What follows belongs to an exercise in optimizing a design on an open flow for small area; a production flow would make more cautious choices. Function was checked by simulation only, so behaviour that the tests miss may differ from the original. Power and IR drop assume default switching activity.

[constraint.sdc]
create_clock -name core_clock -period 11.5 [get_ports {clk}]
set_input_delay 2.3000 -clock core_clock [delete_from_list [all_inputs] [get_ports {clk}]]
set_output_delay 2.3000 -clock core_clock [all_outputs]
set_load 0.01 [all_outputs]
[flow/run.sh]
#!/bin/bash
set -euo pipefail
bash standard.sh \
  "BUFFER_PORTS_ARGS=-buffer_cell sky130_fd_sc_hd__buf_1" \
  "CTS_ARGS=-sink_clustering_enable -repair_clock_nets -sink_clustering_size 20 -sink_clustering_max_diameter 60 -buf_list sky130_fd_sc_hd__clkbuf_8 -dont_use_dummy_load" \
  finish > flow.log 2>&1
[standard.sh]
#!/bin/bash
# synth_recipe.tcl (not shown) runs the flow's synth.tcl, then flattens the netlist and writes it again
# the make line also repeats each setting of config.mk as NAME=value (left out here)
make -C /OpenROAD-flow-scripts/flow DESIGN_CONFIG=/design/flow/config.mk WORK_HOME=/design/flow/orfs CLKGATE_MAP_FILE= SYNTH_SCRIPT=/design/flow/synth_recipe.tcl "${@:-finish}"
[config.mk]
export PLATFORM = sky130hd
export DESIGN_NAME = cpu
export DESIGN_NICKNAME = cpu
export VERILOG_FILES = /design/flow/design.v
export SDC_FILE = /design/flow/constraint.sdc
export NUM_CORES = 4
export LEC_CHECK = 0
export CAP_MARGIN = 20
export CORE_MARGIN = 2
export CORE_UTILIZATION = 45
export CTS_BUF_LIST = sky130_fd_sc_hd__clkbuf_8
export CTS_CLUSTER_DIAMETER = 50
export CTS_CLUSTER_SIZE = 16
export SLEW_MARGIN = 20
export SYNTH_HIERARCHICAL = 1
[design.v]
module alu(
  input [15:0] a,
  input [15:0] b,
  input [15:0] s0,
  input [15:0] s1,
  input [5:0] sel,
  output [15:0] out
);
wire is_inc = sel[5:2] == 4'b0000;
wire is_sub = sel[5] & ~sel[4] & (sel[3] | sel[0]);
wire [15:0] p = is_inc ? {14'd0, sel[1:0]} : b;
wire [15:0] q = a ^ {16{is_sub}};
wire [15:0] sum;
wire co;
add16 add(.x(p), .y(q), .ci(is_sub), .s(sum), .co(co));
wire cf = ~co;
wire zf = sum == 16'd0;     
wire of = (b[15] & ~a[15] & ~sum[15]) | (~b[15] & a[15] & sum[15]);
wire lt = sum[15] ^ of;
wire left = sel[1];
wire fill = sel[0] & s1[15];
wire [15:0] sh;
shr16 shr(.x(s1), .left(left), .fill(fill), .n(s0), .y(sh));
wire [15:0] prod;
mul16 mul(.a(s1), .b(s0), .y(prod));
wire f_inc   = sel[5:2] == 4'b0000;
wire f_not   = sel == 6'b000100;
wire f_sign  = {sel[5:2], sel[0]} == 5'b00011;
wire f_exts  = sel == 6'b000110;
wire f_b     = sel[5:3] == 3'b001;
wire f_and   = sel == 6'b010000;
wire f_or    = sel == 6'b010001;
wire f_xor   = sel[5:1] == 5'b01001;
wire f_shr   = sel[5:1] == 5'b01010;
wire f_shl   = sel == 6'b010110;
wire f_add   = sel[5:1] == 5'b10000;
wire f_mul   = sel == 6'b100010;
wire f_cmp   = sel[5:3] == 3'b101;
wire f_addz  = sel[5:4] == 2'b11;
wire addz_a  = f_addz & (s0[0] ^ sel[0]);      
wire en_sum  = f_inc | f_add | (f_addz & ~addz_a);
wire [3:0] t = ({4{f_not}}  & 4'b0011)
             | ({4{f_sign | f_exts | addz_a}} & 4'b1100)
             | ({4{f_b}}    & 4'b1010)
             | ({4{f_and}}  & 4'b1000)
             | ({4{f_or}}   & 4'b1110)
             | ({4{f_xor}}  & 4'b0110);
wire [3:0] t15 = f_sign ? 4'b0011 : t;
wire [15:0] ax = {a[15:8] | {8{f_exts & a[7]}}, a[7:0]};
logic flag;
always @* begin
  case (sel[2:0])
    3'd0: flag = zf;
    3'd1: flag = ~zf;
    3'd2: flag = lt;
    3'd3: flag = lt | zf;
    3'd4: flag = cf;
    3'd5: flag = cf | zf;
    default: flag = 1'b0;
  endcase
end
wire [15:0] shl = rev16(sh);
wire [15:0] lut;
wire [15:0] lx;
genvar k;
generate
  for (k = 0; k < 16; k = k + 1) begin : outbit
    wire [3:0] tk = (k == 15) ? t15 : t;
    mux4_g lm(.d0(tk[0]), .d1(tk[1]), .d2(tk[2]), .d3(tk[3]), .s0(b[k]), .s1(ax[k]), .y(lut[k]));
    ao4_g om(.e1(en_sum), .d1(sum[k]), .e2(f_shr), .d2(sh[k]), .e3(f_shl), .d3(shl[k]),
             .e4(f_mul), .d4(prod[k]), .x(lx[k]), .y(out[k]));
  end
endgenerate
assign lx = {lut[15:1], lut[0] | (f_cmp & flag)};
function [15:0] rev16(input [15:0] x);
  integer k;
  begin
    for (k = 0; k < 16; k = k + 1)
      rev16[k] = x[15-k];
  end
endfunction
endmodule
module add16(
  input [15:0] x,
  input [15:0] y,
  input ci,
  output [15:0] s,
  output co
);
wire [8:0] c;
assign c[0] = ci;
genvar i;
generate
  for (i = 0; i < 8; i = i + 1) begin : lo
    fa fa(.a(x[i]), .b(y[i]), .c(c[i]), .s(s[i]), .co(c[i+1]));
  end
endgenerate
wire [8:0] c0;
wire [7:0] s0;
ha ha0(.a(x[8]), .b(y[8]), .s(s0[0]), .co(c0[1]));
wire [8:0] c1;
wire [7:0] s1;
xnor_g xs1(.a(x[8]), .b(y[8]), .y(s1[0]));
or_g oc1(.a(x[8]), .b(y[8]), .y(c1[1]));
generate
  for (i = 1; i < 8; i = i + 1) begin : hi
    fa fa0(.a(x[8+i]), .b(y[8+i]), .c(c0[i]), .s(s0[i]), .co(c0[i+1]));
    fa fa1(.a(x[8+i]), .b(y[8+i]), .c(c1[i]), .s(s1[i]), .co(c1[i+1]));
  end
endgenerate
assign s[15:8] = c[8] ? s1 : s0;
assign co = c[8] ? c1[8] : c0[8];
endmodule
module ha(input a, input b, output s, output co);
assign s = a ^ b;
assign co = a & b;
endmodule
module shr16(
  input [15:0] x,
  input left,
  input fill,
  input [15:0] n,
  output [15:0] y
);
wire [15:0] l0, l1, l2, l3, l4;    
genvar i;
generate
  for (i = 0; i < 16; i = i + 1) begin : st
    mux2i_g m0(.a(x[i]), .b(x[15-i]), .s(left), .y(l0[i]));
    mux2i_g m1(.a(l0[i]), .b(i + 1 < 16 ? l0[i+1] : ~fill), .s(n[0]), .y(l1[i]));
    mux2i_g m2(.a(l1[i]), .b(i + 2 < 16 ? l1[i+2] : fill), .s(n[1]), .y(l2[i]));
    mux2i_g m3(.a(l2[i]), .b(i + 4 < 16 ? l2[i+4] : ~fill), .s(n[2]), .y(l3[i]));
    mux2i_g m4(.a(l3[i]), .b(i + 8 < 16 ? l3[i+8] : fill), .s(n[3]), .y(l4[i]));
  end
endgenerate
assign y = (n[15:4] != 12'd0) ? {16{fill}} : ~l4;
endmodule
module mux4_g(input d0, input d1, input d2, input d3, input s0, input s1, output y);
assign y = s1 ? (s0 ? d3 : d2) : (s0 ? d1 : d0);
endmodule
module ao4_g(input e1, input d1, input e2, input d2, input e3, input d3,
             input e4, input d4, input x, output y);
assign y = (e1 & d1) | (e2 & d2) | (e3 & d3) | (e4 & d4) | x;
endmodule
module mux2i_g(input a, input b, input s, output y);
assign y = ~(s ? b : a);
endmodule
module sel3(input u, input d, input h, input a, input b, input c, output y);
assign y = (u & a) | (d & b) | (h & c);
endmodule
module rd1(input p0_n, input p0, input p1_sel, input p1, output y);
wire n1;
nand2_g g1(.a(p1_sel), .b(p1), .y(n1));
o21ai_g g2(.a1(p0_n), .a2(p0), .b1(n1), .y(y));
endmodule
module ao5(input e1, input d1, input e2, input d2, input e3, input d3,
           input e4, input d4, input e5, input d5, output y);
wire n1, n2;
a222oi_g g1(.a1(e1), .a2(d1), .b1(e2), .b2(d2), .c1(e3), .c2(d3), .y(n1));
a22oi_g g2(.a1(e4), .a2(d4), .b1(e5), .b2(d5), .y(n2));
nand2_g g3(.a(n1), .b(n2), .y(y));
endmodule
module nand2_g(input a, input b, output y);
assign y = ~(a & b);
endmodule
module o21ai_g(input a1, input a2, input b1, output y);
assign y = ~((a1 | a2) & b1);
endmodule
module a222oi_g(input a1, input a2, input b1, input b2, input c1, input c2, output y);
assign y = ~((a1 & a2) | (b1 & b2) | (c1 & c2));
endmodule
module a22oi_g(input a1, input a2, input b1, input b2, output y);
assign y = ~((a1 & a2) | (b1 & b2));
endmodule
module decoder(
  input [17:0] insn,
  output sign,
  output [15:0] imm_mask,
  output [2:0] src_a,
  output [1:0] src_b,
  output [5:0] alu_sel,
  output wr_stk1,
  output pop,
  output push,
  output load_stk,
  output load_fp,
  output load_gp,
  output load_ip,
  output load_isr,
  output cpop,
  output cpush,
  output byt,
  output dmem_ren,
  output dmem_wen,
  output set_ien, clear_ien,
  output call,
  output pmem_wenh, pmem_wenl
);
assign imm_mask = calc_imm_mask(insn[17:14]);
assign {sign, src_a, src_b, alu_sel,
  load_stk, load_fp, load_gp, load_ip, load_isr,
  push, pop, cpush, cpop,
  wr_stk1, byt, dmem_ren, dmem_wen,
  set_ien, clear_ien, call, pmem_wenh, pmem_wenl} = decode(insn);
function [29:0] decode(input [17:0] insn);
  logic sign;
  logic [2:0] src_a;
  logic [1:0] pp;
  logic [4:0] load;
  sign = insn[11];
  src_a = {1'b0, insn[13:12]};
  pp = insn[7:6];
  load = src_a === 3'h3;
  decode = 30'd0;
  casex (insn)
    18'b11_xxxx_xxxx_xxxx_xxxx:  
      decode = {1'b0, 3'h0, 2'h1,  6'h0f,     18'b10000_1000_0000_00_000};
    18'b00_00xx_xxxx_xxxx_xxxx:  
      decode = {sign, 3'h3,   2'h1,  6'h20,   18'b00010_0010_0000_00_100};
    18'b00_0100_xxxx_xxxx_xxxx:  
      decode = {sign, 3'h3,   2'h1,  6'h20,   18'b00010_0000_0000_00_000};
    18'b00_0101_xxxx_xxxx_xxxx:  
      decode = {sign, src_a, 2'h1,  6'h20,   18'b01000_0000_0000_00_000};
    18'b00_0110_xxxx_xxxx_xxxx:  
      decode = {sign, 3'h3,   2'h1,  6'h30,  18'b00010_0100_0000_00_000};
    18'b00_1000_xxxx_xxxx_xxxx:  
      decode = {1'b0, src_a, 2'h1,  6'h0f,     18'b10000_1000_0110_00_000};
    18'b00_10xx_xxxx_xxxx_xxxx:  
      decode = {1'b0, src_a, 2'h1,  6'h20,   18'b10000_1000_0110_00_000};
    18'b00_1100_xxxx_xxxx_xxxx:  
      decode = {1'b0, src_a, 2'h1,  6'h0f,     18'b00000_0100_0101_00_000};
    18'b00_11xx_xxxx_xxxx_xxxx:  
      decode = {1'b0, src_a, 2'h1,  6'h20,   18'b00000_0100_0101_00_000};
    18'b01_0000_xxxx_xxxx_xxx0:  
      decode = {1'b0, src_a, 2'h1,  6'h0f,     18'b10000_1000_0010_00_000};
    18'b01_00xx_xxxx_xxxx_xxx0:  
      decode = {1'b0, src_a, 2'h1,  6'h20,   18'b10000_1000_0010_00_000};
    18'b01_0000_xxxx_xxxx_xxx1:  
      decode = {1'b0, src_a, 2'h1,  6'h0f,     18'b00000_0100_0001_00_000};
    18'b01_00xx_xxxx_xxxx_xxx1:  
      decode = {1'b0, src_a, 2'h1,  6'h20,   18'b00000_0100_0001_00_000};
    18'b01_01xx_xxxx_xxxx_xxxx:  
      decode = {1'b0, src_a, 2'h1,  6'h20,   18'b10000_1000_0000_00_000};
    18'b01_11xx_0xxx_xxxx_xxxx:  
      decode = {1'b0, 3'h0, 2'h0, insn[5:0],  18'b10000_0000_0000_00_000 | (pp << 11)};
    18'b01_11xx_1xxx_xx00_0x00:  
      decode = {1'b0, 3'h4, 2'h1,  6'h00,     18'b00010_0001_0000_00_000};
    18'b01_11xx_1xxx_xx00_0x01:  
      decode = {1'b0, 3'h0, 2'h1,  6'h00,     18'b00010_0110_0000_00_100};
    18'b01_11xx_1xxx_xx00_0x10:  
      decode = {1'b0, 3'h4, 2'h1,  6'h00,     18'b01000_0001_0000_00_000};
    18'b01_11xx_1xxx_xx00_0x11:  
      decode = {1'b0, 3'h1,   2'h1,  6'h00,     18'b00000_0010_0000_00_000};
    18'b01_11xx_1xxx_xx00_10x0:  
      decode = {1'b0, 3'h0, 2'h1,  6'h00,     18'b10000_0000_0010_00_000};
    18'b01_11xx_1xxx_xx00_1100:  
      decode = {1'b0, 3'h0, 2'h1,  6'h00,     18'b10000_0100_1001_00_000};
    18'b01_11xx_1xxx_xx00_1110:  
      decode = {1'b0, 3'h0, 2'h1,  6'h00,     18'b00000_0100_1001_00_000};
    18'b01_11xx_1xxx_xx00_10x1:  
      decode = {1'b0, 3'h0, 2'h1,  6'h00,     18'b10000_0000_0110_00_000};
    18'b01_11xx_1xxx_xx00_1101:  
      decode = {1'b0, 3'h0, 2'h1,  6'h00,     18'b10000_0100_1101_00_000};
    18'b01_11xx_1xxx_xx00_1111:  
      decode = {1'b0, 3'h0, 2'h1,  6'h00,     18'b00000_0100_1101_00_000};
    18'b01_11xx_1xxx_xxx1_xx0x:  
      decode = {1'b0, 3'h3,   2'h2,  6'h0f,     18'b00010_0010_0000_00_000};
    18'b01_11xx_1xxx_xxx1_xx1x:  
      decode = {1'b0, 3'h4, 2'h1,  6'h00,     18'b00010_0001_0000_10_000};
    18'b01_11xx_1xxx_xx1x_x000:  
      decode = {1'b0, 3'h0, 2'h1,  6'h00,     18'b01000_0100_0000_00_000};
    18'b01_11xx_1xxx_xx1x_x001:  
      decode = {1'b0, 3'h0, 2'h1,  6'h00,     18'b00100_0100_0000_00_000};
    18'b01_11xx_1xxx_xx1x_x010:  
      decode = {1'b0, 3'h0, 2'h1,  6'h00,     18'b00001_0100_0000_00_000};
    18'b01_11xx_1xxx_xx1x_x100:  
      decode = {1'b0, 3'h0, 2'h1,  6'h00,     18'b10000_0100_1000_00_010};
    18'b01_11xx_1xxx_xx1x_x101:  
      decode = {1'b0, 3'h0, 2'h1,  6'h00,     18'b10000_0100_1000_00_001};
  endcase
endfunction
function [15:0] calc_imm_mask(input [3:0] op);
begin
  casex (op)
    4'b11xx: calc_imm_mask = 16'hffff;  
    4'b0000: calc_imm_mask = 16'h3fff;  
    4'b0100: calc_imm_mask = 16'h0ffe;  
    default: calc_imm_mask = 16'h0fff;  
  endcase
end
endfunction
endmodule
module mul16(input [15:0] a, input [15:0] b, output [15:0] y);
wire p0_0 = ~(a[0] & b[0]);
wire p1_0 = ~(a[1] & b[0]);
wire p2_0 = ~(a[2] & b[0]);
wire p3_0 = ~(a[3] & b[0]);
wire p4_0 = ~(a[4] & b[0]);
wire p5_0 = ~(a[5] & b[0]);
wire p6_0 = ~(a[6] & b[0]);
wire p7_0 = ~(a[7] & b[0]);
wire p8_0 = ~(a[8] & b[0]);
wire p9_0 = ~(a[9] & b[0]);
wire p10_0 = ~(a[10] & b[0]);
wire p11_0 = ~(a[11] & b[0]);
wire p12_0 = ~(a[12] & b[0]);
wire p13_0 = ~(a[13] & b[0]);
wire p14_0 = ~(a[14] & b[0]);
wire p15_0 = ~(a[15] & b[0]);
wire p0_1 = ~(a[0] & b[1]);
wire p1_1 = ~(a[1] & b[1]);
wire p2_1 = ~(a[2] & b[1]);
wire p3_1 = ~(a[3] & b[1]);
wire p4_1 = ~(a[4] & b[1]);
wire p5_1 = ~(a[5] & b[1]);
wire p6_1 = ~(a[6] & b[1]);
wire p7_1 = ~(a[7] & b[1]);
wire p8_1 = ~(a[8] & b[1]);
wire p9_1 = ~(a[9] & b[1]);
wire p10_1 = ~(a[10] & b[1]);
wire p11_1 = ~(a[11] & b[1]);
wire p12_1 = ~(a[12] & b[1]);
wire p13_1 = ~(a[13] & b[1]);
wire p14_1 = ~(a[14] & b[1]);
wire p0_2 = ~(a[0] & b[2]);
wire p1_2 = ~(a[1] & b[2]);
wire p2_2 = ~(a[2] & b[2]);
wire p3_2 = ~(a[3] & b[2]);
wire p4_2 = ~(a[4] & b[2]);
wire p5_2 = ~(a[5] & b[2]);
wire p6_2 = ~(a[6] & b[2]);
wire p7_2 = ~(a[7] & b[2]);
wire p8_2 = ~(a[8] & b[2]);
wire p9_2 = ~(a[9] & b[2]);
wire p10_2 = ~(a[10] & b[2]);
wire p11_2 = ~(a[11] & b[2]);
wire p12_2 = ~(a[12] & b[2]);
wire p13_2 = ~(a[13] & b[2]);
wire p0_3 = ~(a[0] & b[3]);
wire p1_3 = ~(a[1] & b[3]);
wire p2_3 = ~(a[2] & b[3]);
wire p3_3 = ~(a[3] & b[3]);
wire p4_3 = ~(a[4] & b[3]);
wire p5_3 = ~(a[5] & b[3]);
wire p6_3 = ~(a[6] & b[3]);
wire p7_3 = ~(a[7] & b[3]);
wire p8_3 = ~(a[8] & b[3]);
wire p9_3 = ~(a[9] & b[3]);
wire p10_3 = ~(a[10] & b[3]);
wire p11_3 = ~(a[11] & b[3]);
wire p12_3 = ~(a[12] & b[3]);
wire p0_4 = ~(a[0] & b[4]);
wire p1_4 = ~(a[1] & b[4]);
wire p2_4 = ~(a[2] & b[4]);
wire p3_4 = ~(a[3] & b[4]);
wire p4_4 = ~(a[4] & b[4]);
wire p5_4 = ~(a[5] & b[4]);
wire p6_4 = ~(a[6] & b[4]);
wire p7_4 = ~(a[7] & b[4]);
wire p8_4 = ~(a[8] & b[4]);
wire p9_4 = ~(a[9] & b[4]);
wire p10_4 = ~(a[10] & b[4]);
wire p11_4 = ~(a[11] & b[4]);
wire p0_5 = ~(a[0] & b[5]);
wire p1_5 = ~(a[1] & b[5]);
wire p2_5 = ~(a[2] & b[5]);
wire p3_5 = ~(a[3] & b[5]);
wire p4_5 = ~(a[4] & b[5]);
wire p5_5 = ~(a[5] & b[5]);
wire p6_5 = ~(a[6] & b[5]);
wire p7_5 = ~(a[7] & b[5]);
wire p8_5 = ~(a[8] & b[5]);
wire p9_5 = ~(a[9] & b[5]);
wire p10_5 = ~(a[10] & b[5]);
wire p0_6 = ~(a[0] & b[6]);
wire p1_6 = ~(a[1] & b[6]);
wire p2_6 = ~(a[2] & b[6]);
wire p3_6 = ~(a[3] & b[6]);
wire p4_6 = ~(a[4] & b[6]);
wire p5_6 = ~(a[5] & b[6]);
wire p6_6 = ~(a[6] & b[6]);
wire p7_6 = ~(a[7] & b[6]);
wire p8_6 = ~(a[8] & b[6]);
wire p9_6 = ~(a[9] & b[6]);
wire p0_7 = ~(a[0] & b[7]);
wire p1_7 = ~(a[1] & b[7]);
wire p2_7 = ~(a[2] & b[7]);
wire p3_7 = ~(a[3] & b[7]);
wire p4_7 = ~(a[4] & b[7]);
wire p5_7 = ~(a[5] & b[7]);
wire p6_7 = ~(a[6] & b[7]);
wire p7_7 = ~(a[7] & b[7]);
wire p8_7 = ~(a[8] & b[7]);
wire p0_8 = ~(a[0] & b[8]);
wire p1_8 = ~(a[1] & b[8]);
wire p2_8 = ~(a[2] & b[8]);
wire p3_8 = ~(a[3] & b[8]);
wire p4_8 = ~(a[4] & b[8]);
wire p5_8 = ~(a[5] & b[8]);
wire p6_8 = ~(a[6] & b[8]);
wire p7_8 = ~(a[7] & b[8]);
wire p0_9 = ~(a[0] & b[9]);
wire p1_9 = ~(a[1] & b[9]);
wire p2_9 = ~(a[2] & b[9]);
wire p3_9 = ~(a[3] & b[9]);
wire p4_9 = ~(a[4] & b[9]);
wire p5_9 = ~(a[5] & b[9]);
wire p6_9 = ~(a[6] & b[9]);
wire p0_10 = ~(a[0] & b[10]);
wire p1_10 = ~(a[1] & b[10]);
wire p2_10 = ~(a[2] & b[10]);
wire p3_10 = ~(a[3] & b[10]);
wire p4_10 = ~(a[4] & b[10]);
wire p5_10 = ~(a[5] & b[10]);
wire p0_11 = ~(a[0] & b[11]);
wire p1_11 = ~(a[1] & b[11]);
wire p2_11 = ~(a[2] & b[11]);
wire p3_11 = ~(a[3] & b[11]);
wire p4_11 = ~(a[4] & b[11]);
wire p0_12 = ~(a[0] & b[12]);
wire p1_12 = ~(a[1] & b[12]);
wire p2_12 = ~(a[2] & b[12]);
wire p3_12 = ~(a[3] & b[12]);
wire p0_13 = ~(a[0] & b[13]);
wire p1_13 = ~(a[1] & b[13]);
wire p2_13 = ~(a[2] & b[13]);
wire p0_14 = ~(a[0] & b[14]);
wire p1_14 = ~(a[1] & b[14]);
wire p0_15 = ~(a[0] & b[15]);
wire s0, c0;
han ha0 (.a(p0_1), .b(p1_0), .s(s0), .co(c0));
wire s1, c1;
fa fa1 (.a(p0_2), .b(p1_1), .c(p2_0), .s(s1), .co(c1));
wire s2, c2;
han ha2 (.a(c0), .b(s1), .s(s2), .co(c2));
wire s3, c3;
fa fa3 (.a(p0_3), .b(p1_2), .c(p2_1), .s(s3), .co(c3));
wire s4, c4;
fa fa4 (.a(p3_0), .b(c1), .c(s3), .s(s4), .co(c4));
wire s5, c5;
han ha5 (.a(c2), .b(s4), .s(s5), .co(c5));
wire s6, c6;
fa fa6 (.a(p0_4), .b(p1_3), .c(p2_2), .s(s6), .co(c6));
wire s7, c7;
fa fa7 (.a(p3_1), .b(p4_0), .c(c3), .s(s7), .co(c7));
wire s8, c8;
fa fa8 (.a(s6), .b(c4), .c(s7), .s(s8), .co(c8));
wire s9, c9;
han ha9 (.a(c5), .b(s8), .s(s9), .co(c9));
wire s10, c10;
fa fa10 (.a(p0_5), .b(p1_4), .c(p2_3), .s(s10), .co(c10));
wire s11, c11;
fa fa11 (.a(p3_2), .b(p4_1), .c(p5_0), .s(s11), .co(c11));
wire s12, c12;
fa fa12 (.a(c6), .b(s10), .c(s11), .s(s12), .co(c12));
wire s13, c13;
fa fa13 (.a(c7), .b(s12), .c(c8), .s(s13), .co(c13));
wire s14, c14;
han ha14 (.a(c9), .b(s13), .s(s14), .co(c14));
wire s15, c15;
fa fa15 (.a(p0_6), .b(p1_5), .c(p2_4), .s(s15), .co(c15));
wire s16, c16;
fa fa16 (.a(p3_3), .b(p4_2), .c(p5_1), .s(s16), .co(c16));
wire s17, c17;
fa fa17 (.a(p6_0), .b(c10), .c(c11), .s(s17), .co(c17));
wire s18, c18;
fa fa18 (.a(s15), .b(s16), .c(c12), .s(s18), .co(c18));
wire s19, c19;
fa fa19 (.a(s17), .b(s18), .c(c13), .s(s19), .co(c19));
wire s20, c20;
han ha20 (.a(c14), .b(s19), .s(s20), .co(c20));
wire s21, c21;
fa fa21 (.a(p0_7), .b(p1_6), .c(p2_5), .s(s21), .co(c21));
wire s22, c22;
fa fa22 (.a(p3_4), .b(p4_3), .c(p5_2), .s(s22), .co(c22));
wire s23, c23;
fa fa23 (.a(p6_1), .b(p7_0), .c(c15), .s(s23), .co(c23));
wire s24, c24;
fa fa24 (.a(c16), .b(s21), .c(s22), .s(s24), .co(c24));
wire s25, c25;
fa fa25 (.a(c17), .b(s23), .c(s24), .s(s25), .co(c25));
wire s26, c26;
fa fa26 (.a(c18), .b(s25), .c(c19), .s(s26), .co(c26));
wire s27, c27;
han ha27 (.a(c20), .b(s26), .s(s27), .co(c27));
wire s28, c28;
fa fa28 (.a(p0_8), .b(p1_7), .c(p2_6), .s(s28), .co(c28));
wire s29, c29;
fa fa29 (.a(p3_5), .b(p4_4), .c(p5_3), .s(s29), .co(c29));
wire s30, c30;
fa fa30 (.a(p6_2), .b(p7_1), .c(p8_0), .s(s30), .co(c30));
wire s31, c31;
fa fa31 (.a(c21), .b(c22), .c(s28), .s(s31), .co(c31));
wire s32, c32;
fa fa32 (.a(s29), .b(s30), .c(c23), .s(s32), .co(c32));
wire s33, c33;
fa fa33 (.a(c24), .b(s31), .c(s32), .s(s33), .co(c33));
wire s34, c34;
fa fa34 (.a(c25), .b(s33), .c(c26), .s(s34), .co(c34));
wire s35, c35;
han ha35 (.a(c27), .b(s34), .s(s35), .co(c35));
wire s36, c36;
fa fa36 (.a(p0_9), .b(p1_8), .c(p2_7), .s(s36), .co(c36));
wire s37, c37;
fa fa37 (.a(p3_6), .b(p4_5), .c(p5_4), .s(s37), .co(c37));
wire s38, c38;
fa fa38 (.a(p6_3), .b(p7_2), .c(p8_1), .s(s38), .co(c38));
wire s39, c39;
fa fa39 (.a(p9_0), .b(c28), .c(c29), .s(s39), .co(c39));
wire s40, c40;
fa fa40 (.a(c30), .b(s36), .c(s37), .s(s40), .co(c40));
wire s41, c41;
fa fa41 (.a(s38), .b(c31), .c(s39), .s(s41), .co(c41));
wire s42, c42;
fa fa42 (.a(s40), .b(c32), .c(s41), .s(s42), .co(c42));
wire s43, c43;
fa fa43 (.a(c33), .b(s42), .c(c34), .s(s43), .co(c43));
wire s44, c44;
han ha44 (.a(c35), .b(s43), .s(s44), .co(c44));
wire s45, c45;
fa fa45 (.a(p0_10), .b(p10_0), .c(p1_9), .s(s45), .co(c45));
wire s46, c46;
fa fa46 (.a(p2_8), .b(p3_7), .c(p4_6), .s(s46), .co(c46));
wire s47, c47;
fa fa47 (.a(p5_5), .b(p6_4), .c(p7_3), .s(s47), .co(c47));
wire s48, c48;
fa fa48 (.a(p8_2), .b(p9_1), .c(c36), .s(s48), .co(c48));
wire s49, c49;
fa fa49 (.a(c37), .b(c38), .c(s45), .s(s49), .co(c49));
wire s50, c50;
fa fa50 (.a(s46), .b(s47), .c(c39), .s(s50), .co(c50));
wire s51, c51;
fa fa51 (.a(c40), .b(s48), .c(s49), .s(s51), .co(c51));
wire s52, c52;
fa fa52 (.a(c41), .b(s50), .c(s51), .s(s52), .co(c52));
wire s53, c53;
fa fa53 (.a(c42), .b(s52), .c(c43), .s(s53), .co(c53));
wire s54, c54;
han ha54 (.a(c44), .b(s53), .s(s54), .co(c54));
wire s55, c55;
fa fa55 (.a(p0_11), .b(p10_1), .c(p11_0), .s(s55), .co(c55));
wire s56, c56;
fa fa56 (.a(p1_10), .b(p2_9), .c(p3_8), .s(s56), .co(c56));
wire s57, c57;
fa fa57 (.a(p4_7), .b(p5_6), .c(p6_5), .s(s57), .co(c57));
wire s58, c58;
fa fa58 (.a(p7_4), .b(p8_3), .c(p9_2), .s(s58), .co(c58));
wire s59, c59;
fa fa59 (.a(c45), .b(c46), .c(c47), .s(s59), .co(c59));
wire s60, c60;
fa fa60 (.a(s55), .b(s56), .c(s57), .s(s60), .co(c60));
wire s61, c61;
fa fa61 (.a(s58), .b(c48), .c(c49), .s(s61), .co(c61));
wire s62, c62;
fa fa62 (.a(s59), .b(s60), .c(c50), .s(s62), .co(c62));
wire s63, c63;
fa fa63 (.a(c51), .b(s61), .c(s62), .s(s63), .co(c63));
wire s64, c64;
fa fa64 (.a(c52), .b(s63), .c(c53), .s(s64), .co(c64));
wire s65, c65;
han ha65 (.a(c54), .b(s64), .s(s65), .co(c65));
wire s66, c66;
fa fa66 (.a(p0_12), .b(p10_2), .c(p11_1), .s(s66), .co(c66));
wire s67, c67;
fa fa67 (.a(p12_0), .b(p1_11), .c(p2_10), .s(s67), .co(c67));
wire s68, c68;
fa fa68 (.a(p3_9), .b(p4_8), .c(p5_7), .s(s68), .co(c68));
wire s69, c69;
fa fa69 (.a(p6_6), .b(p7_5), .c(p8_4), .s(s69), .co(c69));
wire s70, c70;
fa fa70 (.a(p9_3), .b(c55), .c(c56), .s(s70), .co(c70));
wire s71, c71;
fa fa71 (.a(c57), .b(c58), .c(s66), .s(s71), .co(c71));
wire s72, c72;
fa fa72 (.a(s67), .b(s68), .c(s69), .s(s72), .co(c72));
wire s73, c73;
fa fa73 (.a(c59), .b(c60), .c(s70), .s(s73), .co(c73));
wire s74, c74;
fa fa74 (.a(s71), .b(s72), .c(c61), .s(s74), .co(c74));
wire s75, c75;
fa fa75 (.a(s73), .b(c62), .c(s74), .s(s75), .co(c75));
wire s76, c76;
fa fa76 (.a(c63), .b(s75), .c(c64), .s(s76), .co(c76));
wire s77, c77;
han ha77 (.a(c65), .b(s76), .s(s77), .co(c77));
wire s78, c78;
fa fa78 (.a(p0_13), .b(p10_3), .c(p11_2), .s(s78), .co(c78));
wire s79, c79;
fa fa79 (.a(p12_1), .b(p13_0), .c(p1_12), .s(s79), .co(c79));
wire s80, c80;
fa fa80 (.a(p2_11), .b(p3_10), .c(p4_9), .s(s80), .co(c80));
wire s81, c81;
fa fa81 (.a(p5_8), .b(p6_7), .c(p7_6), .s(s81), .co(c81));
wire s82, c82;
fa fa82 (.a(p8_5), .b(p9_4), .c(c66), .s(s82), .co(c82));
wire s83, c83;
fa fa83 (.a(c67), .b(c68), .c(c69), .s(s83), .co(c83));
wire s84, c84;
fa fa84 (.a(s78), .b(s79), .c(s80), .s(s84), .co(c84));
wire s85, c85;
fa fa85 (.a(s81), .b(c70), .c(c71), .s(s85), .co(c85));
wire s86, c86;
fa fa86 (.a(c72), .b(s82), .c(s83), .s(s86), .co(c86));
wire s87, c87;
fa fa87 (.a(s84), .b(c73), .c(s85), .s(s87), .co(c87));
wire s88, c88;
fa fa88 (.a(s86), .b(c74), .c(s87), .s(s88), .co(c88));
wire s89, c89;
fa fa89 (.a(c75), .b(s88), .c(c76), .s(s89), .co(c89));
wire s90, c90;
han ha90 (.a(c77), .b(s89), .s(s90), .co(c90));
wire s91, c91;
fa fa91 (.a(p0_14), .b(p10_4), .c(p11_3), .s(s91), .co(c91));
wire s92, c92;
fa fa92 (.a(p12_2), .b(p13_1), .c(p14_0), .s(s92), .co(c92));
wire s93, c93;
fa fa93 (.a(p1_13), .b(p2_12), .c(p3_11), .s(s93), .co(c93));
wire s94, c94;
fa fa94 (.a(p4_10), .b(p5_9), .c(p6_8), .s(s94), .co(c94));
wire s95, c95;
fa fa95 (.a(p7_7), .b(p8_6), .c(p9_5), .s(s95), .co(c95));
wire s96, c96;
fa fa96 (.a(c78), .b(c79), .c(c80), .s(s96), .co(c96));
wire s97, c97;
fa fa97 (.a(c81), .b(s91), .c(s92), .s(s97), .co(c97));
wire s98, c98;
fa fa98 (.a(s93), .b(s94), .c(s95), .s(s98), .co(c98));
wire s99, c99;
fa fa99 (.a(c82), .b(c83), .c(c84), .s(s99), .co(c99));
wire s100, c100;
fa fa100 (.a(s96), .b(s97), .c(s98), .s(s100), .co(c100));
wire s101, c101;
fa fa101 (.a(c85), .b(c86), .c(s99), .s(s101), .co(c101));
wire s102, c102;
fa fa102 (.a(s100), .b(c87), .c(s101), .s(s102), .co(c102));
wire s103, c103;
fa fa103 (.a(c88), .b(s102), .c(c89), .s(s103), .co(c103));
wire s104, c104;
han ha104 (.a(c90), .b(s103), .s(s104), .co(c104));
wire x105 = p0_15 ^ p10_5 ^ p11_4;
wire x106 = p12_3 ^ p13_2 ^ p14_1;
wire x107 = p15_0 ^ p1_14 ^ p2_13;
wire x108 = p3_12 ^ p4_11 ^ p5_10;
wire x109 = p6_9 ^ p7_8 ^ p8_7;
wire x110 = p9_6 ^ x105 ^ x106;
wire x111 = x107 ^ x108 ^ x109;
wire x112 = c91 ^ c92 ^ c93;
wire x113 = c94 ^ c95 ^ x110;
wire x114 = x111 ^ x112 ^ c96;
wire x115 = c97 ^ c98 ^ x113;
wire x116 = x114 ^ c99 ^ c100;
wire x117 = x115 ^ x116 ^ c101;
wire x118 = x117 ^ c102 ^ c103;
wire x119 = ~(c104 ^ x118);
assign y[0] = ~p0_0;
assign y[1] = ~s0;
assign y[2] = ~s2;
assign y[3] = ~s5;
assign y[4] = ~s9;
assign y[5] = ~s14;
assign y[6] = ~s20;
assign y[7] = ~s27;
assign y[8] = ~s35;
assign y[9] = ~s44;
assign y[10] = ~s54;
assign y[11] = ~s65;
assign y[12] = ~s77;
assign y[13] = ~s90;
assign y[14] = ~s104;
assign y[15] = ~x119;
endmodule
module fa(input a, input b, input c, output s, output co);
assign s = a ^ b ^ c;
assign co = (a & b) | (a & c) | (b & c);
endmodule
module han(input a, input b, output s, output co);
xnor_g xs(.a(a), .b(b), .y(s));
or_g oc(.a(a), .b(b), .y(co));
endmodule
module xnor_g(input a, input b, output y);
assign y = ~(a ^ b);
endmodule
module or_g(input a, input b, output y);
assign y = a | b;
endmodule
module cpu#(
  parameter CLOCK_HZ = 27_000_000
) (
  input  rst,
  input  clk,
  input  irq,
  output dmem_ren,
  output dmem_wen,
  output dmem_byt,
  output [14-1:0] dmem_addr,
  input  [15:0] dmem_rdata,
  output [15:0] dmem_wdata,
  output pmem_wenh, pmem_wenl,
  output [14-1:0] pmem_addr,
  input  [17:0] pmem_rdata,
  output [17:0] pmem_wdata
);
logic reg1, reg2;            
logic irq_pend, ien;
logic [17:0] insn;
logic [15:0] fp, gp, ip, isr;
logic addr_d0;               
wire ph_dec   = ~reg1 & ~reg2;
wire ph_exec  =  reg1 & ~reg2;
wire ph_rdmem =  reg1 &  reg2;
wire ph_fetch = ~reg1 &  reg2;
wire ph_half  = ~reg2;       
always @(posedge clk, posedge rst) begin
  if (rst) begin
    reg1 <= 1'b1;
    reg2 <= 1'b1;
  end else begin
    reg1 <= ~reg2;
    reg2 <= reg1;
  end
end
logic sign, wr_stk1;
logic [15:0] imm_mask;
logic [2:0] d_src_a;
logic [1:0] d_src_b;
logic [5:0] d_alu;
logic d_pop, d_push, d_stk, d_fp, d_gp, d_ip, d_isr, d_cpop, d_cpush, d_byt,
  d_ren, d_wen, d_set_ien, d_clear_ien, d_call, d_wenh, d_wenl;
decoder decoder(
  .insn(insn),
  .sign(sign),
  .imm_mask(imm_mask),
  .src_a(d_src_a),
  .src_b(d_src_b),
  .alu_sel(d_alu),
  .wr_stk1(wr_stk1),
  .pop(d_pop),
  .push(d_push),
  .load_stk(d_stk),
  .load_fp(d_fp),
  .load_gp(d_gp),
  .load_ip(d_ip),
  .load_isr(d_isr),
  .cpop(d_cpop),
  .cpush(d_cpush),
  .byt(d_byt),
  .dmem_ren(d_ren),
  .dmem_wen(d_wen),
  .set_ien(d_set_ien),
  .clear_ien(d_clear_ien),
  .call(d_call),
  .pmem_wenh(d_wenh),
  .pmem_wenl(d_wenl)
);
wire irq_masked = ien & irq;
wire np = ~irq_pend;
wire xp = np & ph_exec;      
wire stk_phase = d_ren ? ph_rdmem : ph_exec;
wire pop      = d_pop & xp;
wire push     = d_push & np & stk_phase;
wire load_stk = d_stk & np & stk_phase;
wire load_fp  = d_fp & xp;
wire load_gp  = d_gp & xp;
wire load_isr = d_isr & xp;
wire load_ip  = ((d_ip | irq_pend) & ph_exec) | (ph_fetch & ~irq_masked);
wire cpop     = d_cpop & xp;
wire cpush    = (d_cpush | irq_pend) & ph_dec;
wire set_ien  = d_set_ien & xp;
wire clear_ien = (d_clear_ien | irq_pend) & ph_exec;
assign dmem_ren  = ph_rdmem & d_ren;
assign dmem_wen  = d_wen & xp;
assign dmem_byt  = d_byt & np;
assign pmem_wenh = d_wenh & xp;
assign pmem_wenl = d_wenl & xp;
logic [15:0] stack0, stack1, cstack0, alu_out;
logic [15:0] sp [0:15];
logic sa;
logic [3:0] sd;
logic snz;                   
wire s_rd0_n = ~(snz & ~sa);
wire s_rd1 = snz & sa;
rd1 s_rd[15:0] (.p0_n(s_rd0_n), .p0(sp[0]), .p1_sel(s_rd1), .p1(sp[1]), .y(stack1));
wire s_down = ~pop & (push | ~sa);
wire s0_mem  = load_stk & dmem_ren;
wire s0_hi   = s0_mem & dmem_byt & addr_d0;        
wire s0_lo   = s0_mem & ~(dmem_byt & addr_d0);     
wire s0_up   = s0_mem & ~dmem_byt;                 
wire s0_alu  = load_stk & ~dmem_ren;
wire s0_po   = ~load_stk & pop;
wire s0_h    = ~load_stk & ~pop & ~push;
wire [15:0] stack0_next;
ao5 s0_lo_sel[7:0] (.e1(s0_alu), .d1(alu_out[7:0]), .e2(s0_lo), .d2(dmem_rdata[7:0]),
  .e3(s0_hi), .d3(dmem_rdata[15:8]), .e4(s0_po), .d4(stack1[7:0]), .e5(s0_h), .d5(stack0[7:0]),
  .y(stack0_next[7:0]));
ao5 s0_hi_sel[15:8] (.e1(s0_alu), .d1(alu_out[15:8]), .e2(s0_up), .d2(dmem_rdata[15:8]),
  .e3(1'b0), .d3(1'b0), .e4(s0_po), .d4(stack1[15:8]), .e5(s0_h), .d5(stack0[15:8]),
  .y(stack0_next[15:8]));
always @(posedge clk, posedge rst) begin
  if (rst)
    stack0 <= 16'd0;
  else
    stack0 <= stack0_next;
end
always @(posedge clk, posedge rst) begin
  if (rst)
    sd <= 4'd0;
  else if (pop)
    sd <= (sd == 4'd0) ? 4'd0 : sd - 4'd1;
  else if (push)
    sd <= (sd == 4'd15) ? 4'd15 : sd + 4'd1;
end
always @(posedge clk, posedge rst) begin
  if (rst)
    snz <= 1'b0;
  else if (pop)
    snz <= sd[3:1] != 3'd0;
  else if (push)
    snz <= 1'b1;
end
always @(posedge clk, posedge rst) begin
  if (rst)
    sa <= 1'b0;
  else if (~push & ~pop)
    sa <= ~sa;
end
wire [15:0] sp_next [0:14];
genvar g, b;
generate
  for (g = 0; g < 15; g = g + 1) begin : sp_pos
    for (b = 0; b < 16; b = b + 1) begin : sp_bit
      mux2i_g m(.a(sp[g+1][b]), .b(g == 0 ? stack0[b] : sp[g-1][b]), .s(s_down), .y(sp_next[g][b]));
    end
  end
endgenerate
integer i;
always @(posedge clk) begin
  for (i = 0; i < 15; i = i + 1)
    sp[i] <= sp_next[i];
  sp[15] <= ~sp[14];
end
logic [15:0] cp [0:15];
logic ca;
logic [3:0] cd;
logic cnz;                   
wire [15:0] cstack1;
wire c_rd0_n = ~(cnz & ~ca);
wire c_rd1 = cnz & ca;
rd1 c_rd[15:0] (.p0_n(c_rd0_n), .p0(cp[0]), .p1_sel(c_rd1), .p1(cp[1]), .y(cstack1));
wire c_down = ~cpop & (cpush | ~ca);
wire c0_po = ~cpush & cpop;
wire c0_h  = ~cpush & ~cpop;
wire [15:0] cstack0_next;
sel3 c0_sel[15:0] (.u(cpush), .d(c0_po), .h(c0_h), .a(alu_out), .b(cstack1), .c(cstack0), .y(cstack0_next));
always @(posedge clk, posedge rst) begin
  if (rst)
    cstack0 <= 16'd0;
  else
    cstack0 <= cstack0_next;
end
always @(posedge clk, posedge rst) begin
  if (rst)
    cd <= 4'd0;
  else if (cpop)
    cd <= (cd == 4'd0) ? 4'd0 : cd - 4'd1;
  else if (cpush)
    cd <= (cd == 4'd15) ? 4'd15 : cd + 4'd1;
end
always @(posedge clk, posedge rst) begin
  if (rst)
    cnz <= 1'b0;
  else if (cpop)
    cnz <= cd[3:1] != 3'd0;
  else if (cpush)
    cnz <= 1'b1;
end
always @(posedge clk, posedge rst) begin
  if (rst)
    ca <= 1'b0;
  else if (~cpush & ~cpop)
    ca <= ~ca;
end
wire [15:0] cp_next [0:14];
generate
  for (g = 0; g < 15; g = g + 1) begin : cp_pos
    for (b = 0; b < 16; b = b + 1) begin : cp_bit
      mux2i_g m(.a(cp[g+1][b]), .b(g == 0 ? cstack0[b] : cp[g-1][b]), .s(c_down), .y(cp_next[g][b]));
    end
  end
endgenerate
always @(posedge clk) begin
  for (i = 0; i < 15; i = i + 1)
    cp[i] <= cp_next[i];
  cp[15] <= ~cp[14];
end
logic [15:0] src_a, src_b, imm;
wire a_fp   = ph_half & np & (d_src_a == 3'h1);
wire a_gp   = ph_half & np & (d_src_a == 3'h2);
wire a_ip   = ~ph_half | (d_src_a == 3'h3) | irq_pend | (d_call & ph_dec);
wire a_cstk = ph_half & np & (d_src_a == 3'h4);
assign src_a = a_fp ? fp
             : a_gp ? gp
             : a_ip ? ip
             : a_cstk ? cstack0
             : stack0;
assign imm = (insn[15:0] & imm_mask) | (sign ? {~imm_mask[15:10], 10'd0} : 16'd0);
assign src_b = irq_pend ? isr
             : d_src_b == 2'h0 ? stack1
             : d_src_b == 2'h1 ? imm
             : isr;
wire [5:0] alu_sel = ph_exec ? (irq_pend ? 6'h0f : d_alu)
                   : ph_fetch ? 6'h01 : 6'h00;
alu alu(
  .a(src_a),
  .b(src_b),
  .s0(stack0),
  .s1(stack1),
  .sel(alu_sel),
  .out(alu_out)
);
assign dmem_addr = alu_out[14-1:0];
assign pmem_addr = alu_out[14-1:0];
wire [15:0] wdata_raw = wr_stk1 ? stack1 : stack0;
assign dmem_wdata = alu_out[0] ? {wdata_raw[7:0], 8'd0} : wdata_raw;
assign pmem_wdata = {wdata_raw[1:0], wdata_raw};
always @(posedge clk, posedge rst) begin
  if (rst)
    fp <= 16'h4000;
  else if (load_fp)
    fp <= alu_out;
end
always @(posedge clk, posedge rst) begin
  if (rst)
    gp <= 16'h0100;
  else if (load_gp)
    gp <= alu_out;
end
always @(posedge clk, posedge rst) begin
  if (rst)
    ip <= 16'h0;
  else if (load_ip)
    ip <= alu_out;
end
always @(posedge clk, posedge rst) begin
  if (rst)
    isr <= 16'd0;
  else if (load_isr)
    isr <= alu_out;
end
always @(posedge clk, posedge rst) begin
  if (rst)
    insn <= 18'd0;
  else if (ph_fetch)
    insn <= pmem_rdata;
end
always @(posedge clk)
  addr_d0 <= alu_out[0];
always @(posedge clk, posedge rst) begin
  if (rst)
    ien <= 1'b1;
  else if (set_ien)
    ien <= 1'b1;
  else if (clear_ien)
    ien <= 1'b0;
end
always @(posedge clk, posedge rst) begin
  if (rst)
    irq_pend <= 1'b0;
  else if (ph_fetch)
    irq_pend <= irq_masked;
end
endmodule
==> out/results.tsv, run 1 <==
stage	metric	value	unit
timing	Fin. Hold Viols	0	
finish	area of the multi-input gates	0.0152	sq mm
pwr	Pwr Total	10.3	mW
setup_path	crit path buf inv count	2	
pwr	Sw Pwr	4.33	mW
global_route	vias in the first global route	20129	
cts	CTS Buffer Depth	3	
placement	placed cell count	3522	
setup_path	critical path fanouts, max	8	
cts	CTS buffer count	48	
setup_path	reg2reg path depth	25	
die	core area	0.0647	sq mm
die	Starting Density	45.6	%
setup_path	CP arrival	8.84	ns
finish	share of cells above drive strength 1	11.2	%
pwr	power share of the clock group	10.1	%
cts	clock transition at the registers of the reported paths	0.11	ns
setup_path	Setup Crit Path Kind	flip-flop to output pin	
yosys	synth cell count leaders	mux2i_1, dfxtp_1, nand2_1, dfrtp_1, fa_1	
global_route	Total GRT Usage	21.8	%
drt	DRT iter0 DRCs	1461	
yosys	area share of the largest cell type after synthesis	34.8	%
timing	fin. max-slew vios	0	
setup_path	r2r endpoint	stack0[15]	
cts	CTS root buffer	clkbuf_8	
yosys	number of flops mapped to enable cells by yosys	0	
setup_path	Worst path slowest cell	o21ai_1	
yosys	Synth area leader	dfxtp_1	
cts	postcts setup bufs	0	
die	Die Wd	260	microns
drt	vias after detailed routing	19715	
yosys	Synth Area in Compound Gates	7.59	%
worst_hold_path	Hold Path Class	flip-flop to flip-flop	
finish	area delta synth->final	7.57	%
setup_path	Startpoint Class	flip-flop	
placement	Setup WS pre-CTS	0.514	ns
pwr	cell-internal power	5.93	mW
drt	Detail Route Antenna Nets	0	
yosys	ys async rst share	20.2	%
timing	relative slew slack	25.4	%
placement	GP Congestion	0.896	
setup_path	crit-path max cell delay	0.95	ns
setup_path	Crit. End Element	output pin	
global_route	antenna violations before repair	6	
pwr	LEAKAGE	14.2	nW
die	die area	0.0677	sq mm
worst_hold_path	Worst Hold Endpoint	cp[15][11]	
die	I/O pin count	104	
yosys	Cells after Synth	2582	
cts	H-tree levels	2	
timing	Worst Tran Pin Value	1.12	ns
finish	FILL cells	5988	
timing	fmax	89.8	MHz
finish	final std cells w/o fill	3572	
setup_path	CP Data Required Time	9.20	ns
drt	routed wire length	73600	microns
pwr	power share of the combinational group	55.4	%
setup_path	R2R Setup Slk	1.73	ns
pwr	PD cells	323	mW/mm^2
drt	Via density	5.52	
yosys	YS warnings	13	
timing	fin crit period	11.14	ns
yosys	post-synthesis sequential area ratio	45.8	%
timing	post-route setup TNS	0	ns
yosys	#FFs+latches synth	643	
yosys	top post-synthesis cells by area	dfxtp_1, mux2i_1, dfrtp_1	
yosys	Synth Flop Type	dfxtp_1	
die	# rows	93	
setup_path	crit-path cells	nand2b_1 > o21ai_1 > nand2_1 > fa_1 > fa_1 > fa_1 > fa_1 > fa_1 > fa_1 > fa_1 > fa_1 > fa_1 > fa_1 > fa_1 > xnor2_1 > inv_1 > a222oi_1 > nand2_1 > buf_1	
yosys	Cell variety after synth	90	
finish	Reg area	0.0135	sq mm
flow_run	max cap viols	0	
yosys	simple-gate share of the synthesized area	9.14	%
cts	worst-skew pair later-pin latency	0.72	ns
worst_hold_path	Hold Crit Start	cp[14][11]	
setup_path	cell mode on critical path	fa_1	
outcome	status	timing/DRC/antenna clean	
die	die height	260	microns
setup_path	r2r startpoint	sa	
yosys	multiplexer share of the synthesized area	24.1	%
placement	Port Buf Inserts	103	
cts	hold_buf cts	0	
drt	residual DRC count	0	
yosys	area share of xor/xnor cells in the synthesized design	1.92	%
cts	CTS tree	built	
placement	Detailed Place HPWL	52500	microns
timing	Final Cycle Share	96.8	%
yosys	count leader, synth	mux2i_1	
pwr	Sw Ratio	42.2	%
worst_hold_path	hold depth	1	
finish	Final Core Density	49.1	%
global_route	first-pass GRT wire length	116000	microns
cts	CTS Sinks	643	
pwr	worst vdd ir	345	uV
yosys	Synth Cell Area	0.0295	sq mm
global_route	total congestion overflow	0	
setup_path	CP top delay family	adder cells	
cts	# resized after CTS	4	
drt	Pre-antenna DRT Iters	6	
finish	NumNets Final	2875	
yosys	adder-cell share of the synthesized area	7.96	%
yosys	largest family of logic cells by synthesized area	multiplexers	
yosys	Synth Area per Inst	11.4	sq um
pwr	Seq pwr share	34.5	%
drt	wire per inst	20.6	microns
timing	Final setup viols	0	
timing	fin worst setup slack	0.365	ns
global_route	pin count of the biggest net entering global routing	167	
timing	clk_skew	0.167	ns
-- per-module statistics from Yosys, one instance, submodules excluded, a selection --
| module | area [sq um] | flip-flops and latches |
|---|---|---|
| a22oi_g | 12.5 | 0 |
| xnor_g | 8.76 | 0 |
| mux4_g | 22.5 | 0 |
| decoder | 873 | 0 |
| ha | 12.5 | 0 |
| a222oi_g | 10.0 | 0 |
| mux2i_g | 10.0 | 0 |
| o21ai_g | 5.00 | 0 |
-- metrics by stage --
step                      area [sq um]  hold slack [ns]
after global placement           31000            0.358
final                            31800            0.322
after detailed placement         31000            0.362
after CTS                        31700            0.331
after floorplan                  29600            0.352
after global routing             31800            0.341
-- how the worst max path moves through the flow --
stage / cells past startpoint / end / from / slack (ns)
after floorplan: 8 / sp[0][0] / insn[16] / 0.08
after detailed placement: 27 / dmem_wdata[10] / insn[15] / 0.51
final: 19 / dmem_addr[13] / sa / 0.36
after global routing: 28 / dmem_wdata[9] / insn[17] / -0.01
after global placement: 27 / dmem_wdata[12] / insn[15] / 0.67
after CTS: 27 / dmem_wdata[10] / insn[14] / 0.14
-- cell type report --
class / count / share of cell area (%)
antenna: 1 / 0.00788
clock buffer: 48 / 2.08
inverter: 90 / 1.08
multi-input combinational: 1763 / 47.8
sequential: 643 / 42.6
tap: 855 / 3.37
timing repair buffer: 172 / 3.01
-- power groups by stage --
stage | registers (mW) | logic [mW] | clock network [mW]
finish | 3.54 | 5.69 | 1.04
floorplan | 3.47 | 4.77 | 0
CTS | 3.55 | 5.66 | 1.10
global route | 3.65 | 6.24 | 1.17
global placement | 3.56 | 5.53 | 0
detailed placement | 3.59 | 5.63 | 0
-- sequential cells by signal, summed over array words and instances (netlist names), 4 cells and up --
| name | cells |
|---|---|
| fp | 16 |
| ip | 16 |
| cstack0 | 16 |
| gp | 16 |
| cd | 4 |
| stack0 | 16 |
| insn | 18 |
| sd | 4 |
| isr | 16 |
| cp | 256 |
| sp | 256 |
-- layout by cell type (no fill, tap or decap), drive strengths merged, types with 9 or more instances in the layout --
| cell | count |
|---|---|
| a21oi | 61 |
| o21ai | 78 |
| mux2i | 577 |
| fa | 113 |
| nor2b | 36 |
| or2 | 25 |
| conb | 28 |
| mux4 | 16 |
| nand3 | 9 |
| dfrtp | 125 |
| a22oi | 20 |
| xor2 | 25 |
| dfxtp | 513 |
| clkbuf | 48 |
| inv | 90 |
| nor4 | 10 |
| xnor2 | 37 |
| mux2 | 83 |
| a222oi | 48 |
| and2 | 16 |
| nor2 | 78 |
| nand2 | 338 |
| o22ai | 19 |
| nor3 | 9 |
| a31oi | 18 |
| buf | 172 |
| nand2b | 10 |
| a311oi | 17 |
-- cell families after synthesis --
kind of cell / Yosys count
DFF: 643
adders and majority gates: 120
other: 3
xor gates and xnor gates: 63
AOI/OAI and AO/OA: 302
muxes: 676
buffers and inverters: 201
and+or+nand+nor: 574
-- worst register-to-register path: cells and delay by family, from the launching register on --
family	cells	cell delay [ns]
XOR/XNOR	5	1.15
adder cells (fa/ha/maj)	12	5.04
flip-flops	1	0.43
AND/OR/NAND/NOR	5	1.42
AO/OA/AOI/OAI	3	1.71
-- metal layers --
layer  part of all wire (%)  GRT usage, %  up-vias
met1                     46          30.3     9806
met5                  0.063             0        -
met2                     46          35.0      494
met4                    2.5          6.21        8
met3                    5.9          3.91      127
li1                       -             -     9280
==> run 2, diff against run 1 <==
--- a/flow/run.sh
+++ b/flow/run.sh
@@ -5,2 +5,3 @@
   "CTS_ARGS=-sink_clustering_enable -repair_clock_nets -sink_clustering_size 20 -sink_clustering_max_diameter 60 -buf_list sky130_fd_sc_hd__clkbuf_8 -dont_use_dummy_load" \
+  "RECOVER_POWER=100" \
   finish > flow.log 2>&1
--- a/config.mk
+++ b/config.mk
@@ -7,3 +7,3 @@
 export LEC_CHECK = 0
-export CAP_MARGIN = 20
+export CAP_MARGIN = 10
 export CORE_MARGIN = 2
@@ -13,3 +13,3 @@
 export CTS_CLUSTER_SIZE = 16
-export SLEW_MARGIN = 20
+export SLEW_MARGIN = 10
 export SYNTH_HIERARCHICAL = 1
==> out/results.tsv, run 2 <==
stage	metric	value	unit	change
outcome	status	complete, but fails checks		
outcome	layout check fault list	max-capacitance violations, max-slew violations		
setup_path	Crit. End Element	output pin		
timing	Final setup viols	0		unchanged
setup_path	CP Data Required Time	9.20	ns	about the same
timing	Final Cycle Share	96.2	%	-0.63 points
timing	fmax	90.4	MHz	+0.66%
yosys	YS warnings	13		unchanged
yosys	Synth Cell Area	0.0295	sq mm	unchanged
timing	clk_skew	0.167	ns	-0.000112 ns
cts	H-tree levels	2		unchanged
cts	CTS Sinks	643		unchanged
placement	placed cell count	3522		unchanged
yosys	synth cell count leaders	mux2i_1, dfxtp_1, nand2_1, dfrtp_1, fa_1		
timing	post-route setup TNS	0	ns	unchanged
global_route	vias in the first global route	20129		unchanged
drt	Via density	5.53		+0.15%
setup_path	R2R Setup Slk	1.06	ns	-0.67 ns
pwr	worst vdd ir	345	uV	-0.14%
setup_path	Startpoint Class	flip-flop		
yosys	ys async rst share	20.2	%	unchanged
finish	NumNets Final	2874		-0.035%
yosys	Cell variety after synth	90		unchanged
global_route	total congestion overflow	0		unchanged
setup_path	crit-path max cell delay	0.64	ns	-0.31 ns
finish	biggest regs	cp (256), sp (256), insn (18)		
setup_path	Worst path slowest cell	dfrtp_1		
timing	fin crit period	11.06	ns	-0.0729 ns
yosys	number of flops mapped to enable cells by yosys	0		unchanged
setup_path	crit path buf inv count	2		unchanged
drt	DRT iter0 DRCs	1511		+3.4%
setup_path	CP top delay family	adder cells		
die	# rows	93		unchanged
die	die height	260	microns	unchanged
die	die area	0.0677	sq mm	unchanged
yosys	#FFs+latches synth	643		unchanged
global_route	antenna violations before repair	6		unchanged
finish	leading cell type in the layout, fill and taps excluded	mux2i_1		
die	I/O pin count	104		unchanged
die	core area	0.0647	sq mm	unchanged
placement	Port Buf Inserts	103		unchanged
timing	Worst Hold Slack	0.330	ns	+0.00749 ns
worst_hold_path	Hold Path Class	flip-flop to flip-flop		
yosys	post-synthesis sequential area ratio	45.8	%	unchanged
drt	Detail Route Antenna Nets	0		unchanged
drt	wire per inst	20.6	microns	about the same
cts	clock transition at the registers of the reported paths	0.11	ns	about the same
global_route	pin count of the biggest net entering global routing	167		unchanged
yosys	Cells after Synth	2582		unchanged
finish	area delta synth->final	7.15	%	
timing	relative slew slack	-238	%	-260 points
setup_path	critical path fanouts, max	25		+17
flow_run	max cap viols	7		+7
finish	final std cells w/o fill	3571		-0.028%
setup_path	cell mode on critical path	fa_1		
die	Die Wd	260	microns	unchanged
yosys	area share of the largest cell type after synthesis	34.8	%	unchanged
yosys	Synth Area per Inst	11.4	sq um	unchanged
placement	GP Congestion	0.896		unchanged
drt	residual DRC count	0		unchanged
setup_path	CP arrival	8.76	ns	-0.08 ns
pwr	PD cells	332	mW/mm^2	+2.6%
pwr	LEAKAGE	14.1	nW	-0.38%
cts	CTS root buffer	clkbuf_8		
cts	CTS Buffer Depth	3		unchanged
drt	Pre-antenna DRT Iters	7		+1
yosys	count leader, synth	mux2i_1		
drt	routed wire length	73500	microns	about the same
drt	vias after detailed routing	19740		+0.13%
finish	commonest non-fill, non-tap cells in the layout	mux2i_1, dfxtp_1, nand2_1		
yosys	Synth area leader	dfxtp_1		
global_route	Total GRT Usage	21.8	%	unchanged
yosys	Synth Flop Type	dfxtp_1		
cts	worst-skew pair later-pin latency	0.72	ns	about the same
global_route	first-pass GRT wire length	116000	microns	unchanged
setup_path	Setup Crit Path Kind	flip-flop to output pin		
placement	Detailed Place HPWL	52500	microns	unchanged
timing	Fin. Hold Viols	0		unchanged
cts	CTS buffer count	48		unchanged
cts	postcts setup bufs	0		unchanged
timing	fin. max-slew vios	621		+621
finish	share of cells above drive strength 1	10.5	%	-0.70 points
timing	Worst Tran Pin Value	5.07	ns	+3.95 ns
cts	CTS tree	built		
yosys	top post-synthesis cells by area	dfxtp_1, mux2i_1, dfrtp_1		
die	Starting Density	45.6	%	unchanged
## run 2: cell counts after synthesis
Identical to the previous run, type by type.
## run 2: per-stage QoR
stage	instance area [sq um]	setup slack, ns	util [%]	power, mW
5_1_grt	31600	-0.0119	48.9	11.3
2_1_floorplan	29600	0.0798	-	8.25
6_report	31600	0.438	48.9	10.5
3_3_place_gp	31000	0.666	47.9	9.09
4_1_cts	31700	0.141	48.9	10.3
3_5_place_dp	31000	0.514	47.9	9.23
## run 2: worst paths after layout
check | from | endpoint | depth (start not counted)
setup / recovery | insn[17] | dmem_wdata[10] | 27
hold / removal | cp[14][11] | cp[15][11] | 1
setup reg to reg | insn[17] | cp[0][11] | 9
hold reg to reg | cp[14][11] | cp[15][11] | 1
max in group asynchronous | rst | insn[14] | 3
min in group asynchronous | rst | cstack0[8] | 2
## run 2: cell families after synthesis
group / count (synthesis) / share of synthesized area [%]
multiplexers: 676 / 24.1
flip-flops: 643 / 45.8
AND/OR/NAND/NOR: 574 / 9.14
AO/OA/AOI/OAI: 302 / 7.59
buffers and inverters: 201 / 3.44
adder cells (fa/ha/maj): 120 / 7.96
XOR/XNOR: 63 / 1.92
other: 3 / 0.0381
## run 2: Yosys stat by module, one instance, submodules excluded, excerpt
module,copies in the design,flip-flops and latches
fa,113,0
ao4_g,16,0
xnor_g,15,0
shr16,1,0
mul16,1,0
add16,1,0
ha,1,0
cpu,1,643
o21ai_g,32,0
decoder,1,0
or_g,15,0
## run 2: report_power, final
part	switching (mW)	total, mW	internal (mW)
Clock	0.663	1.04	0.373
Combinational	3.17	5.90	2.74
Sequential	0.488	3.54	3.06
Total	4.32	10.5	6.17
## run 2: routing by layer
metal / routed length [microns] / share of wire [%] / vias up / GRT usage (%)
met5: 46 / 0.063 / - / 0
met4: 1820 / 2.5 / 8 / 6.21
met3: 4790 / 6.5 / 129 / 3.91
met2: 33500 / 46 / 554 / 35.0
met1: 33300 / 45 / 9772 / 30.3
li1: - / - / 9277 / -
## run 2: cell type report
type	count	area, sq um
Fill cell	6002	33100
Multi-Input combinational cell	1763	15100
Sequential cell	643	13500
Tap cell	855	1070
Timing Repair Buffer	171	878
Clock buffer	48	661
Inverter	90	339
Antenna cell	1	2.50
## run 2: what timing repair did
action / 4_1_cts / 5_1_grt
setup endpoints to repair: 16 / 18
resized for setup: 4 / 10
pin swaps: 0 / 0
endpoints found under the hold margin: 0 / 0
hold buffers: 0 / 0
==> run 3, diff against run 2 <==
--- a/flow/run.sh
+++ b/flow/run.sh
@@ -5,3 +5,2 @@
   "CTS_ARGS=-sink_clustering_enable -repair_clock_nets -sink_clustering_size 20 -sink_clustering_max_diameter 60 -buf_list sky130_fd_sc_hd__clkbuf_8 -dont_use_dummy_load" \
-  "RECOVER_POWER=100" \
   finish > flow.log 2>&1
==> out/results.tsv, run 3 <==
stage	metric	value	unit	change
outcome	status	timing/DRC/antenna clean		
cts	CTS Buffer Depth	3		unchanged
timing	clk_skew	0.166	ns	-0.00117 ns
drt	vias after detailed routing	19653		-0.44%
drt	DRT iter0 DRCs	1394		-7.7%
finish	share of cells above drive strength 1	11.1	%	+0.63 points
cts	postcts setup bufs	0		unchanged
setup_path	cell mode on critical path	fa_1		
pwr	worst vdd ir	342	uV	-0.95%
placement	GP Congestion	0.896		unchanged
die	die area	0.0677	sq mm	unchanged
setup_path	Startpoint Class	flip-flop		
setup_path	Crit. End Element	output pin		
yosys	synth cell count leaders	mux2i_1, dfxtp_1, nand2_1, dfrtp_1, fa_1		
timing	fmax	90.1	MHz	-0.28%
cts	CTS tree	built		
yosys	Synth Cell Area	0.0295	sq mm	unchanged
timing	Final Cycle Share	96.5	%	+0.27 points
setup_path	Setup Crit Path Kind	flip-flop to output pin		
setup_path	crit-path max cell delay	0.95	ns	+0.31 ns
timing	Final setup viols	0		unchanged
yosys	top post-synthesis cells by area	dfxtp_1, mux2i_1, dfrtp_1		
die	die height	260	microns	unchanged
drt	routed wire length	73500	microns	about the same
yosys	ys async rst share	20.2	%	unchanged
die	core area	0.0647	sq mm	unchanged
die	I/O pin count	104		unchanged
cts	clock transition at the registers of the reported paths	0.11	ns	about the same
timing	Fin. Hold Viols	0		unchanged
finish	NumNets Final	2874		unchanged
cts	CTS Sinks	643		unchanged
setup_path	r2r startpoint	sa		
placement	Detailed Place HPWL	52500	microns	unchanged
yosys	number of flops mapped to enable cells by yosys	0		unchanged
yosys	post-synthesis sequential area ratio	45.8	%	unchanged
global_route	Total GRT Usage	21.8	%	unchanged
cts	worst-skew pair later-pin latency	0.72	ns	about the same
worst_hold_path	Worst Hold Endpoint	cp[15][11]		
drt	Pre-antenna DRT Iters	7		unchanged
yosys	Synth Flop Type	dfxtp_1		
die	Starting Density	45.6	%	unchanged
setup_path	reg2reg path depth	25		+16
worst_hold_path	hold depth	1		unchanged
pwr	Pwr Total	10.3	mW	-2.2%
setup_path	critical path fanouts, max	8		-68%
flow_run	max cap viols	0		-7
finish	biggest regs	cp (256), sp (256), insn (18)		
die	# rows	93		unchanged
yosys	YS warnings	13		unchanged
setup_path	CP Data Required Time	9.20	ns	about the same
setup_path	r2r endpoint	stack0[15]		
drt	Via density	5.50		-0.44%
yosys	Cells after Synth	2582		unchanged
yosys	Cell variety after synth	90		unchanged
worst_hold_path	Hold Crit Start	cp[14][11]		
drt	wire per inst	20.6	microns	about the same
setup_path	R2R Setup Slk	1.74	ns	+0.68 ns
timing	relative slew slack	18.5	%	+260 points
worst_hold_path	Hold Path Class	flip-flop to flip-flop		
timing	fin. max-slew vios	0		-100%
finish	area delta synth->final	7.44	%	
global_route	first-pass GRT wire length	116000	microns	unchanged
pwr	LEAKAGE	14.2	nW	+0.27%
drt	Detail Route Antenna Nets	0		unchanged
cts	CTS root buffer	clkbuf_8		
setup_path	CP arrival	8.79	ns	+0.03 ns
die	Die Wd	260	microns	unchanged
global_route	pin count of the biggest net entering global routing	167		unchanged
global_route	total congestion overflow	0		unchanged
timing	fin crit period	11.09	ns	+0.0309 ns
setup_path	crit-path cells	nand2b_1 > o21ai_1 > nand2_1 > fa_1 > fa_1 > fa_1 > fa_1 > fa_1 > fa_1 > fa_1 > fa_1 > fa_1 > fa_1 > fa_1 > xnor2_1 > inv_1 > a222oi_1 > nand2_1 > buf_1		
finish	leading cell type in the layout, fill and taps excluded	mux2i_1		
pwr	PD cells	323	mW/mm^2	-2.5%
finish	commonest non-fill, non-tap cells in the layout	mux2i_1, dfxtp_1, nand2_1		
placement	Port Buf Inserts	103		unchanged
yosys	Synth area leader	dfxtp_1		
drt	residual DRC count	0		unchanged
cts	CTS buffer count	48		unchanged
yosys	count leader, synth	mux2i_1		
global_route	antenna violations before repair	6		unchanged
cts	H-tree levels	2		unchanged
yosys	Synth Area per Inst	11.4	sq um	unchanged
yosys	area share of the largest cell type after synthesis	34.8	%	unchanged
global_route	vias in the first global route	20129		unchanged
setup_path	Worst path slowest cell	o21ai_1		
timing	Worst Tran Pin Value	1.22	ns	-3.85 ns
finish	Final Core Density	49.0	%	+0.13 points
yosys	#FFs+latches synth	643		unchanged
-- run 3: cell counts after synthesis --
Identical to the previous run, type by type.
-- run 3: what timing repair did --
action | in CTS | in global routing
setup endpoints to repair | 16 | 18
hold buffers | 0 | 0
gates resized for setup | 4 | 10
-- run 3: power by group --
part | switching, mW | leakage [nW] | internal [mW]
sequential | 0.490 | 5.92 | 3.05
clock | 0.664 | 0.345 | 0.373
combinational | 3.16 | 7.89 | 2.51
-- run 3: worst max path at each step --
stage | from | to | slack (ns) | depth (start not counted)
floorplan | insn[16] | sp[0][0] | 0.08 | 8
finish | sa | dmem_addr[13] | 0.41 | 19
global route | insn[17] | dmem_wdata[9] | -0.01 | 28
global placement | insn[15] | dmem_wdata[12] | 0.67 | 27
detailed placement | insn[15] | dmem_wdata[10] | 0.51 | 27
CTS | insn[14] | dmem_wdata[10] | 0.14 | 27
-- run 3: through the flow --
stage | instance area (sq um) | worst slack [ns] | setup TNS [ns] | hold slack [ns] | std cells
floorplan | 29600 | 0.0798 | 0 | 0.352 | 2607
global placement | 31000 | 0.666 | 0 | 0.358 | 3522
detailed placement | 31000 | 0.514 | 0 | 0.362 | 3522
CTS | 31700 | 0.141 | 0 | 0.331 | 3570
global route | 31700 | -0.0130 | -0.0430 | 0.341 | 3571
finish | 31700 | 0.407 | 0 | 0.326 | 3571
-- run 3: routing by layer --
| layer | part of all wire (%) | GRT usage (%) |
|---|---|---|
| met3 | 6.3 | 3.91 |
| met2 | 46 | 35.0 |
| met4 | 2.5 | 6.21 |
| met5 | 0.063 | 0 |
| met1 | 46 | 30.3 |
-- run 3: modules after synthesis, one instance, submodules excluded, a selection --
| module | cells | cell area (sq um) |
|---|---|---|
| add16 | 10 | 146 |
| decoder | 146 | 873 |
| fa | 1 | 20.0 |
| mux4_g | 1 | 22.5 |
| nand2_g | 1 | 3.75 |
| o21ai_g | 1 | 5.00 |
| or_g | 1 | 6.26 |
| sel3 | 2 | 13.8 |
| shr16 | 25 | 219 |
-- run 3: cell type report --
class / instances / area [sq um]
Antenna cell: 1 / 2.50
Inverter: 90 / 343
Tap cell: 855 / 1070
Timing Repair Buffer: 171 / 922
Clock buffer: 48 / 661
Fill cell: 5993 / 33000
Multi-Input combinational cell: 1763 / 15200
Sequential cell: 643 / 13500
-- run 3: critical path, delay by kind of cell (launching register included) --
family                     cells  cell delay (ns)
AOI/OAI and AO/OA              2             1.37
buffers and inverters          2             0.33
DFF                            1             0.43
adders and majority gates     11             4.64
and+or+nand+nor                3             1.16
xor gates and xnor gates       1             0.22
-- run 3: cells by family (layout without fill, tap and decap cells) --
| family | Yosys count | count (layout) | synth area share [%] |
|---|---|---|---|
| muxes | 676 | 676 | 24.1 |
| and+or+nand+nor | 574 | 574 | 9.14 |
| buffers and inverters | 201 | 309 | 3.44 |
| DFF | 643 | 643 | 45.8 |
| other | 3 | 29 | 0.0381 |
| adders and majority gates | 120 | 120 | 7.96 |
| xor gates and xnor gates | 63 | 63 | 1.92 |
| AOI/OAI and AO/OA | 302 | 302 | 7.59 |
